Context: an optimization exercise on an open-source flow, tuned for small area. The choices shown serve that exercise and are no tape-out recipe.
Only simulation tests tie the RTL to the original design; equivalence was not proved.

Setup of the previous run:
==> flow/design.v (excerpt) <==
module flexpipe_top (
    input  logic                   clk,
    input  logic                   rst_n,
    input  logic                   dbg_mode,
    output logic [31:0]            dbg_cycle_count,
    input  logic [63:0]            s_axi_awaddr,
    input  logic                   s_axi_awvalid,
    output logic                   s_axi_awready,
    input  logic [31:0]            s_axi_wdata,
    input  logic [3:0]             s_axi_wstrb,
    input  logic                   s_axi_wvalid,
    output logic                   s_axi_wready,
    output logic [1:0]             s_axi_bresp,
    output logic                   s_axi_bvalid,
    input  logic                   s_axi_bready,
    input  logic                   core_idle,
    input  logic                   core_pipeline_drained,
    input  logic                   flip_ack,
    output logic                   request_flip,
    output logic [196:0]           active_config,
    output logic                   layer_start_pulse,
    input  logic [108:0]           core_mem_req,
    input  logic                   core_mem_req_valid,
    output logic                   core_mem_req_ready,
    output logic [267:0]           core_mem_resp,
    output logic                   core_mem_resp_valid,
    output logic [108:0]           mem_master_req,
    output logic                   mem_master_valid,
    input  logic                   mem_master_ready,
    input  logic [267:0]           mem_master_resp,
    input  logic                   mem_master_resp_valid
);
Size in the first run: roughly 1600 cells after synthesis, ~440 flip-flops, about 1100 I/O pins, about 0.019 mm² of cells after synthesis.
==> flow/config.mk <==
export PLATFORM = sky130hd
export DESIGN_NAME = flexpipe_top
export DESIGN_NICKNAME = flexpipe_top
export VERILOG_FILES = /design/flow/design.v
export SDC_FILE = /design/flow/constraint.sdc
export NUM_CORES = 4
export LEC_CHECK = 0
export CAP_MARGIN = 20
export CORE_AREA = 5 5 275 275
export CTS_BUF_LIST = sky130_fd_sc_hd__clkbuf_8
export CTS_CLUSTER_DIAMETER = 50
export CTS_CLUSTER_SIZE = 16
export DIE_AREA = 0 0 280 280
export GPL_ROUTABILITY_DRIVEN = 0
export SLEW_MARGIN = 20
==> flow/constraint.sdc <==
create_clock -name core_clock -period 5.0 [get_ports {clk}]
set_input_delay 1.0000 -clock core_clock [delete_from_list [all_inputs] [get_ports {clk}]]
set_output_delay 1.0000 -clock core_clock [all_outputs]
set_load 0.01 [all_outputs]
standard.sh (not shown) runs the stock make flow with config.mk's settings and CLKGATE_MAP_FILE= SYNTH_SCRIPT=/design/flow/synth_recipe.tcl, a recipe that flattens the netlist after the stock synthesis.
==> flow/flow/run.sh <==
#!/bin/bash
# The standard ORFS layout with these changes:
#  - ABC maps the combinational logic with an area-oriented script
#    (flow/abc_area.script); the rest of the synthesis is the standard flow's own, so the
#    registers, their names and their cells are the standard synthesis's;
#  - the port buffers use the smallest buffer cell;
#  - pins may also sit on met4 on the top and bottom edges, so that the die
#    can be smaller;
#  - one tie cell drives all the constant outputs (no tie fanout repair).
# Each tool's output goes to make_finish.log here and to ORFS's per-step logs
# under orfs/logs/.
set -euo pipefail
here=$(pwd)

sed 's#log_cmd abc {\*}\$abc_args#log_cmd abc -script '"$here"'/flow/abc_area.script {*}[lrange $abc_args 2 end]#' \
    "$FLOW_HOME/scripts/synth.tcl" > synth_area.tcl
grep -q 'flow/abc_area.script' synth_area.tcl
sed 's#source \$::env(SCRIPTS_DIR)/synth.tcl#source '"$here"'/synth_area.tcl#' synth_recipe.tcl > synth_top.tcl
grep -q 'synth_area.tcl' synth_top.tcl
sed 's#SYNTH_SCRIPT=[^ ]*#SYNTH_SCRIPT='"$here"'/synth_top.tcl#' standard.sh > layout.sh
grep -q 'synth_top.tcl' layout.sh

export BUFFER_PORTS_ARGS="-buffer_cell sky130_fd_sc_hd__buf_1"
export IO_PLACER_V="met2 met4"
export SKIP_REPAIR_TIE_FANOUT=1
bash layout.sh > make_finish.log 2>&1
==> flow/flow/abc_area.script <==
strash
dch -f
amap -m -F 2 -A 8
Here is what was changed in the inputs of the current run compared with the previous run.
- GPL_ROUTABILITY_DRIVEN: 0 -> unset
--- a/flow/flow/run.sh
+++ b/flow/flow/run.sh
@@ -7,3 +7 @@
-#  - pins may also sit on met4 on the top and bottom edges, so that the die
-#    can be smaller;
-#  - one tie cell drives all the constant outputs (no tie fanout repair).
+
==> flow/flow/abc_area.script <==
strash
dc2
dch -f
amap
## What came out
Summary of the current run over the previous run: non-clock buffer count rose 74, synthesized area comparable, area growth from synthesis to layout +4.2 points. [compare] base=the previous run new=the current run: routed length on met2 rose by about 15%; wire length rose by 7.6%; transition time at the pin with the least slew margin rose by 64 ps; fraction of met2 tracks used by global routing rose by 5.2 points. The sole clean run among the previous run and the current run is the previous run. STATUS run=the current run STAGES=ALL_DONE FINAL_CHECKS=FAILED CAUSE=negative setup slack. Number of storage elements in the synthesis netlist came out exactly the same in the previous run and the current run.

## static timing again, ports no longer ideal
No port has a modelled driver above. Below, the same layouts with a new extraction and two added sets of constraints.
Step 1: set_driving_cell puts a clkbuf_16 on clk and a buf_2 on each other input, an assumption about the parent block.
Step 2 also shifts input and output timing later by t, the mid clock arrival at the registers, as if the neighbouring blocks saw the same clock.
Three values: ideal, step 1, step 2; two values: the first two.
run	t, ns	setup WS [ns]	hold WS [ns]	clock arrival spread, ns	pins driven straight from the clock port
the previous run	0.658	1.108 / 1.108 / 0.509	0.257 / 0.233 / 0.448	0.074 / 0.074	1
the current run	0.682	-0.200 / -0.268 / -0.950	0.447 / 0.447 / 0.447	0.037 / 0.036	1
The setup slack of the current run, which loses most, moves by -0.068 ns with the drivers and by -0.750 ns with both steps.
